This is an optimization exercise on Yosys and OpenROAD, whose aim is small area and a short achievable clock period, not a production implementation. RTL that was checked went through simulation tests only; none was proved equivalent to the original. Power and IR drop assume default switching activity.

Setup of the baseline:
==> flow/design.v (excerpt) <==
module mp_alu(
    input sys_clk,
    input sys_rst,
    input issue,
    input[2:0] tag3,
    input[2:0] func3,
    input[6:0] flag7,
    input[3:0] shift,
    input[15:0] data_in1,
    input[15:0] data_in2,
    input fwd_en1,
    input fwd_en2,
    input[15:0] fwd_data1,
    input[15:0] fwd_data2,
    output wb,
    output wb32,
    output[31:0] wb_data
);
Size in the first run: roughly 1800 cells after synthesis, about 43 flip-flops, ~12000 um2 of cells after synthesis.
export LEC_CHECK = 0
export ABC_AREA = 1
export CAP_MARGIN = 20
export CORE_MARGIN = 2
export CORE_UTILIZATION = 40
export SETUP_SLACK_MARGIN = 2.5
export SLEW_MARGIN = 20
export SYNTH_HIERARCHICAL = 1
create_clock -name core_clock -period 16.0 [get_ports {sys_clk}]
standard.sh (not shown) runs the stock make flow with config.mk's settings and CLKGATE_MAP_FILE= SYNTH_SCRIPT=/design/flow/synth_recipe.tcl, a recipe that flattens the netlist after the stock synthesis.
==> flow/flow/run.sh <==
#!/bin/bash

export BUFFER_PORTS_ARGS="-buffer_cell sky130_fd_sc_hd__buf_2"
bash standard.sh > standard_flow.log 2>&1
The following lists how the candidate was set up differently from the baseline:
--- a/flow/design.v
+++ b/flow/design.v
@@ -104,21 +104,18 @@
 wire       sub  = ar_sub | ar_slt | ar_sltu | bm_cmp;
 wire       addb = ar_add | (u_sh & MODE[0]);
 wire[15:0] Bop  = sub ? ~B : addb ? B : 16'h0;
 wire[15:0] ShM  = u_mu ? 16'h0 : Sh;
 wire[15:0] Sum  = mp[15:0];    
 wire       sgn  = ar_slt | (bm_cmp & !S[0]);
 wire       lt   = (Sh[15] ^ B[15]) ? (sgn ? Sh[15] : B[15]) : Sum[15];
 reg[3:0] tt;
 always @(*)
-    if(bm_cmp)      tt = (lt ^ S[1]) ? 4'b1100 : 4'b1010;   
-    else if(ar_mov) tt = 4'b1010;                           
-    else
     case(MODE)
     3'b000:   tt = 4'b1110;
     3'b100:  tt = 4'b1000;
     3'b010:  tt = 4'b0110;
     3'b001:  tt = 4'b1101;
     3'b101: tt = 4'b0100;
     3'b011: tt = 4'b1001;
     default:   tt = 4'b0000;
     endcase
@@ -780,31 +777,34 @@
 assign mp[25] = m_p0[25] ^ m_pg333_g;
 assign mp[26] = m_p0[26] ^ m_pg334_g;
 assign mp[27] = m_p0[27] ^ m_pg335_g;
 assign mp[28] = m_p0[28] ^ m_pg336_g;
 assign mp[29] = m_p0[29] ^ m_pg337_g;
 assign mp[30] = m_p0[30] ^ m_pg338_g;
 assign mp[31] = m_p0[31] ^ m_pg339_g;
 wire sel_sum = ar_add | ar_sub | u_sh | bf | bm_pack;
 wire sel_lt  = ar_slt | ar_sltu;
-wire sel_lg  = u_lu | bm_cmp | ar_mov;
+wire sel_a   = bm_cmp & (lt ^ S[1]);
+wire sel_b   = ar_mov | (bm_cmp & !(lt ^ S[1]));
 wire mu_hi   = u_mu & MODE[2];
 wire mu_lo   = u_mu & !MODE[2];
 wire alu_zero = A == 16'h0;
 wire alu_wb   = !u_ar || (
                 MODE == 3'b101 ?  alu_zero : (
                 MODE == 3'b111 ? !alu_zero :
                 1'b1));
 wire alu_wb32 = u_ar ? !MODE[2] & (MODE[1] ^ MODE[0]) : (
                 u_mu ? !MODE[2] & (MODE[1] | MODE[0]) : 0);
 assign wb   = alu_issue && alu_wb;
 assign wb32 = alu_issue && alu_wb32;
 assign wb_data[15:0] = ({16{sel_sum | mu_lo}} & mp[15:0])
                      | {15'h0, sel_lt & lt}
-                     | ({16{sel_lg}} & lg)
+                     | ({16{sel_a}} & A)
+                     | ({16{sel_b}} & B)
+                     | ({16{u_lu}} & lg)
                      | ({16{bm_rev}} & rev)
                      | ({16{bm_clz}} & {11'h0, clz})
                      | ({16{bm_tbe}} & tbe)
                      | ({16{mu_hi}} & mp[31:16])
 ;
 assign wb_data[31:16] = {16{mu_lo}} & mp[31:16];
 endmodule
==> comparison <==
Between the baseline and the candidate, the flow reports cell area decreasing slightly.
Re core utilization: the baseline was higher than the candidate.
The lower first-pass detailed-route iteration total of the candidate and the baseline is in the baseline.
Re boundary pin count: no difference whatsoever between the baseline and the candidate.
Number of DRC violations after detailed-routing iteration 0, the candidate and the baseline: lower on the baseline
Between the candidate and the baseline, the sequential share of layout area does not differ in any meaningful way.
Path length in cells of the critical path ended up 37% lower on the candidate than on the baseline.

========
mp_alu, a different RTL version from the one above (not shown whole).
Size: roughly 43 flip-flops.
==> flow/design.v (excerpt) <==
module mp_alu(
    input sys_clk,
    input sys_rst,
    input issue,
    input[2:0] tag3,
    input[2:0] func3,
    input[6:0] flag7,
    input[3:0] shift,
    input[15:0] data_in1,
    input[15:0] data_in2,
    input fwd_en1,
    input fwd_en2,
    input[15:0] fwd_data1,
    input[15:0] fwd_data2,
    output wb,
    output wb32,
    output[31:0] wb_data
);
reg         alu_issue;
reg[2:0]    alu_tag3;
reg[2:0]    alu_func3;
reg[3:0]    alu_cmd;
reg[15:0]   alu_data_in1;
reg[15:0]   alu_data_in2;
always @(posedge sys_clk or posedge sys_rst)
begin
    if(sys_rst) alu_issue <= 0;
    else alu_issue <= issue;
end
always @(posedge sys_clk)
begin
    alu_tag3     <= tag3;
    alu_func3    <= func3;
    alu_cmd      <= func3 == 3'b101 ? flag7[3:0] : shift;
    alu_data_in1 <= data_in1;
    alu_data_in2 <= data_in2;
end
wire[15:0] A = fwd_en1 ? fwd_data1 : alu_data_in1;
wire[15:0] B = fwd_en2 ? fwd_data2 : alu_data_in2;
wire[2:0]  MODE = alu_tag3;
wire[3:0]  S = alu_cmd;
wire u_ar = alu_func3 == 3'b000;
wire u_sh = alu_func3 == 3'b010;
wire u_lu = alu_func3 == 3'b001;
wire u_bm = alu_func3 == 3'b101;
wire u_mu = alu_func3 == 3'b011;
wire bm_bfi  = u_bm && MODE == 3'b000;
wire bm_bfx  = u_bm && MODE == 3'b010;
wire bm_cmp  = u_bm && MODE == 3'b011;
wire bm_pack = u_bm && MODE == 3'b111;
wire bm_rev  = u_bm && MODE == 3'b001;
wire bm_clz  = u_bm && MODE == 3'b101;
wire bm_tbe  = u_bm && MODE == 3'b110;
wire ar_add  = u_ar && MODE == 3'b000;
wire ar_sub  = u_ar && MODE == 3'b011;
wire ar_slt  = u_ar && MODE == 3'b100;
wire ar_sltu = u_ar && MODE == 3'b110;
wire ar_mov  = u_ar && MODE[2] && MODE[0];
integer t;
wire       bf   = bm_bfi | bm_bfx;
wire[4:0]  kb   = bm_bfx ? B[3:0] + B[11:8] : {1'b0, B[11:8]};
wire       sext = A[kb[3:0]] & B[12];
reg[15:0]  bf_hi;
always @(*)
    for(t = 0; t < 16; t = t + 1) bf_hi[t] = t > kb[3:0];
wire[15:0] bf_m = (bf && !kb[4]) ? bf_hi : 16'h0;
wire[15:0] X    = (A & ~bf_m) | ({16{sext}} & bf_m);
wire[1:0]  kind = (u_ar | u_sh) ? MODE[2:1] : {1'b0, bm_bfx};
wire[3:0]  K    = (u_ar | (u_sh & MODE[0]) | bm_pack) ? S : bm_cmp ? 4'd0 : B[3:0];
  ...
export LEC_CHECK = 0
export ABC_AREA = 1
export CAP_MARGIN = 20
export CORE_MARGIN = 2
export CORE_UTILIZATION = 40
export SETUP_SLACK_MARGIN = 1
export SLEW_MARGIN = 20
export SYNTH_HIERARCHICAL = 1
create_clock -name core_clock -period 16.0 [get_ports {sys_clk}]
Scripts as last shown in full above: flow/flow/run.sh
Change:
--- a/flow/design.v
+++ b/flow/design.v
@@ -81,21 +81,20 @@
 wire       sext = A[kb[3:0]] & B[12];
 reg[15:0]  bf_hi;
 always @(*)
     for(t = 0; t < 16; t = t + 1) bf_hi[t] = t > kb[3:0];
 wire[15:0] bf_m = (bf && !kb[4]) ? bf_hi : 16'h0;
 wire[15:0] X    = (A & ~bf_m) | ({16{sext}} & bf_m);
 wire[1:0]  kind = (u_ar | u_sh) ? MODE[2:1] : {1'b0, bm_bfx};
 wire[3:0]  K    = (u_ar | (u_sh & MODE[0]) | bm_pack) ? S : bm_cmp ? 4'd0 : B[3:0];
 wire       left = kind == 2'b00;
-wire[15:0] X1   = left ? {X[0], X[15:1]} : X;
-wire[3:0]  r    = left ? ~K : K;
-wire[15:0] r0   = r[0] ? {X1[0],    X1[15:1]} : X1;
+wire[3:0]  r    = left ? -K : K;
+wire[15:0] r0   = r[0] ? {X[0],     X[15:1]} : X;
 wire[15:0] r1   = r[1] ? {r0[1:0],  r0[15:2]} : r0;
 wire[15:0] r2   = r[2] ? {r1[3:0],  r1[15:4]} : r1;
 wire[15:0] rot  = r[3] ? {r2[7:0],  r2[15:8]} : r2;
 reg[15:0]  tk, tk_rev;
 always @(*)
     for(t = 0; t < 16; t = t + 1) begin
         tk[t] = t < K;
         tk_rev[t] = (15 - t) < K;
     end
Non-clock buffer count is unchanged.
Die area decreases by about 1%.
Wire length shrinks by 1.7%.
Combinational power stays flat.
Power barely changes.
Global-route usage fell by 0.29 points.
Worst hold slack loses 0.0079 ns.
Worst setup slack gets worse by 0.0064 ns.
Count of clock-buffer cells in the layout does not change.
Cell area shrinks by 1.1%.
Synthesized cell count falls by 2.4%.
Cell count goes down by 2.0%.

========
Setup of garnet:
Another version of the RTL of mp_alu (not shown whole).
For scale: roughly 120 I/O pins, roughly 12000 µm² of cells after synthesis.
==> flow/config.mk <==
export PLATFORM = sky130hd
export DESIGN_NAME = mp_alu
export DESIGN_NICKNAME = mp_alu
export VERILOG_FILES = /design/flow/design.v
export SDC_FILE = /design/flow/constraint.sdc
export NUM_CORES = 4
export LEC_CHECK = 0
export ABC_AREA = 1
export CAP_MARGIN = 20
export CORE_MARGIN = 2
export CORE_UTILIZATION = 40
export SETUP_SLACK_MARGIN = 2.5
export SLEW_MARGIN = 20
export SYNTH_HIERARCHICAL = 1
==> flow/constraint.sdc <==
create_clock -name core_clock -period 16.0 [get_ports {sys_clk}]
set_input_delay 3.2000 -clock core_clock [delete_from_list [all_inputs] [get_ports {sys_clk}]]
set_output_delay 3.2000 -clock core_clock [all_outputs]
set_load 0.01 [all_outputs]
Scripts as last shown in full above: flow/flow/run.sh
What amber does differently from garnet at the input level:
diff --git a/flow/design.v b/flow/design.v
--- a/flow/design.v
+++ b/flow/design.v
@@ -101,50 +101,48 @@
 wire[15:0] sh_m = left ? tk : (kind != 2'b11) ? tk_rev : 16'h0;
 wire[15:0] sh_f = left ? ({16{bm_pack}} & B) : {16{(kind == 2'b10) & X[15]}};
 wire[15:0] Sh   = (rot & ~sh_m) | (sh_f & sh_m);
 wire       sub  = ar_sub | ar_slt | ar_sltu | bm_cmp;
 wire       addb = ar_add | (u_sh & MODE[0]);
 wire[15:0] Bop  = sub ? ~B : addb ? B : 16'h0;
 wire[15:0] ShM  = u_mu ? 16'h0 : Sh;
 wire[15:0] Sum  = mp[15:0];    
 wire       sgn  = ar_slt | (bm_cmp & !S[0]);
 wire       lt   = (Sh[15] ^ B[15]) ? (sgn ? Sh[15] : B[15]) : Sum[15];
 reg[3:0] tt;
 always @(*)
-    if(bm_tbe) tt = 4'b0110;    
-    else
     case(MODE)
     3'b000:   tt = 4'b1110;
     3'b100:  tt = 4'b1000;
     3'b010:  tt = 4'b0110;
     3'b001:  tt = 4'b1101;
     3'b101: tt = 4'b0100;
     3'b011: tt = 4'b1001;
     default:   tt = 4'b0000;
     endcase
 reg[15:0] lg;
 always @(*)
     for(t = 0; t < 16; t = t + 1)
         lg[t] = A[t] ? (B[t] ? tt[3] : tt[2]) : (B[t] ? tt[1] : tt[0]);
 reg[4:0] clz;
 always @(*)
 begin
     clz = 5'd16;
     for(t = 0; t < 16; t = t + 1)
         if(A[t]) clz = 15 - t;
 end
 reg[15:0] rev;
 always @(*)
     for(t = 0; t < 16; t = t + 1) rev[t] = A[15 - t];
-wire[15:0] tbe = {{8{|lg[15:8]}}, {8{|lg[7:0]}}};
+wire[15:0] tbe = {{8{A[15:8] != B[15:8]}}, {8{A[7:0] != B[7:0]}}};
 wire[15:0] mx  = u_mu ? A : 16'h0;
 wire       mxu = u_mu & MODE[1] & A[15];    
 wire[16:0] my = {!MODE[0] & B[15], B};
 wire m_neg0 = mx[1] & ~(mx[0] & 1'b0);
 wire m_one0 = mx[0] ^ 1'b0;
 wire m_two0 = (mx[1] & ~mx[0] & ~1'b0) | (~mx[1] & mx[0] & 1'b0);
 wire m_neg1 = mx[3] & ~(mx[2] & mx[1]);
 wire m_one1 = mx[2] ^ mx[1];
 wire m_two1 = (mx[3] & ~mx[2] & ~mx[1]) | (~mx[3] & mx[2] & mx[1]);
 wire m_neg2 = mx[5] & ~(mx[4] & mx[3]);
 wire m_one2 = mx[4] ^ mx[3];
 wire m_two2 = (mx[5] & ~mx[4] & ~mx[3]) | (~mx[5] & mx[4] & mx[3]);
Findings:
The worst hold slack of garnet and that of amber are within noise of each other.
Going from garnet to amber, power shrinks by 230 µW.
The highest clock rate of garnet and that of amber are within noise of each other.
The layout buffer count excluding clock buffers reported for amber is smaller than that of garnet by 17.
Against garnet, worst path setup slack after routing in amber came out better.
amber ended with less switching power than garnet.
Area after synthesis, garnet and amber: larger value in amber
amber against garnet: via count of the routed design now larger; final core area utilization now smaller; area of all placed cells without fillers now smaller; endpoint required time on the critical path comparable.
No functional check of the RTL was part of garnet.

## afterwards: timing with drivers on the ports
The flow's constraints put no driver on any port. The routed layouts listed below were extracted and timed again, unchanged, in two steps.
Step 1, drivers: a clkbuf_16 drives sys_clk and a buf_2 each remaining input, both assumed.
Step 2 times the ports against the registers' clock, not the clock port: input delays grow and output delays shrink by t, the midpoint of the rising clock arrivals with the driver on.
Three values: ideal, step 1, step 2; two values: the first two.
| run | t, ns | setup WS [ns] | worst setup path after step 2 | cell pins on the clock port's net |
|---|---|---|---|---|
| the baseline | 0.321 | 2.715 / 2.627 / 2.627 | input to output | 1 |
| the candidate | 0.326 | 2.777 / 2.738 / 2.738 | input to output | 1 |
| the first run of note 2 | 0.326 | 1.584 / 1.559 / 1.559 | input to output | 1 |
| the second run of note 2 | 0.324 | 1.578 / 1.555 / 1.555 | input to output | 1 |
| garnet | 0.329 | 2.696 / 2.612 / 2.612 | input to output | 1 |
| amber | 0.326 | 2.733 / 2.688 / 2.688 | input to output | 1 |
After both steps setup and hold are still met in every run listed. For the baseline, which loses most, drivers alone change the setup slack by -0.088 ns; drivers and shift together by -0.088 ns.
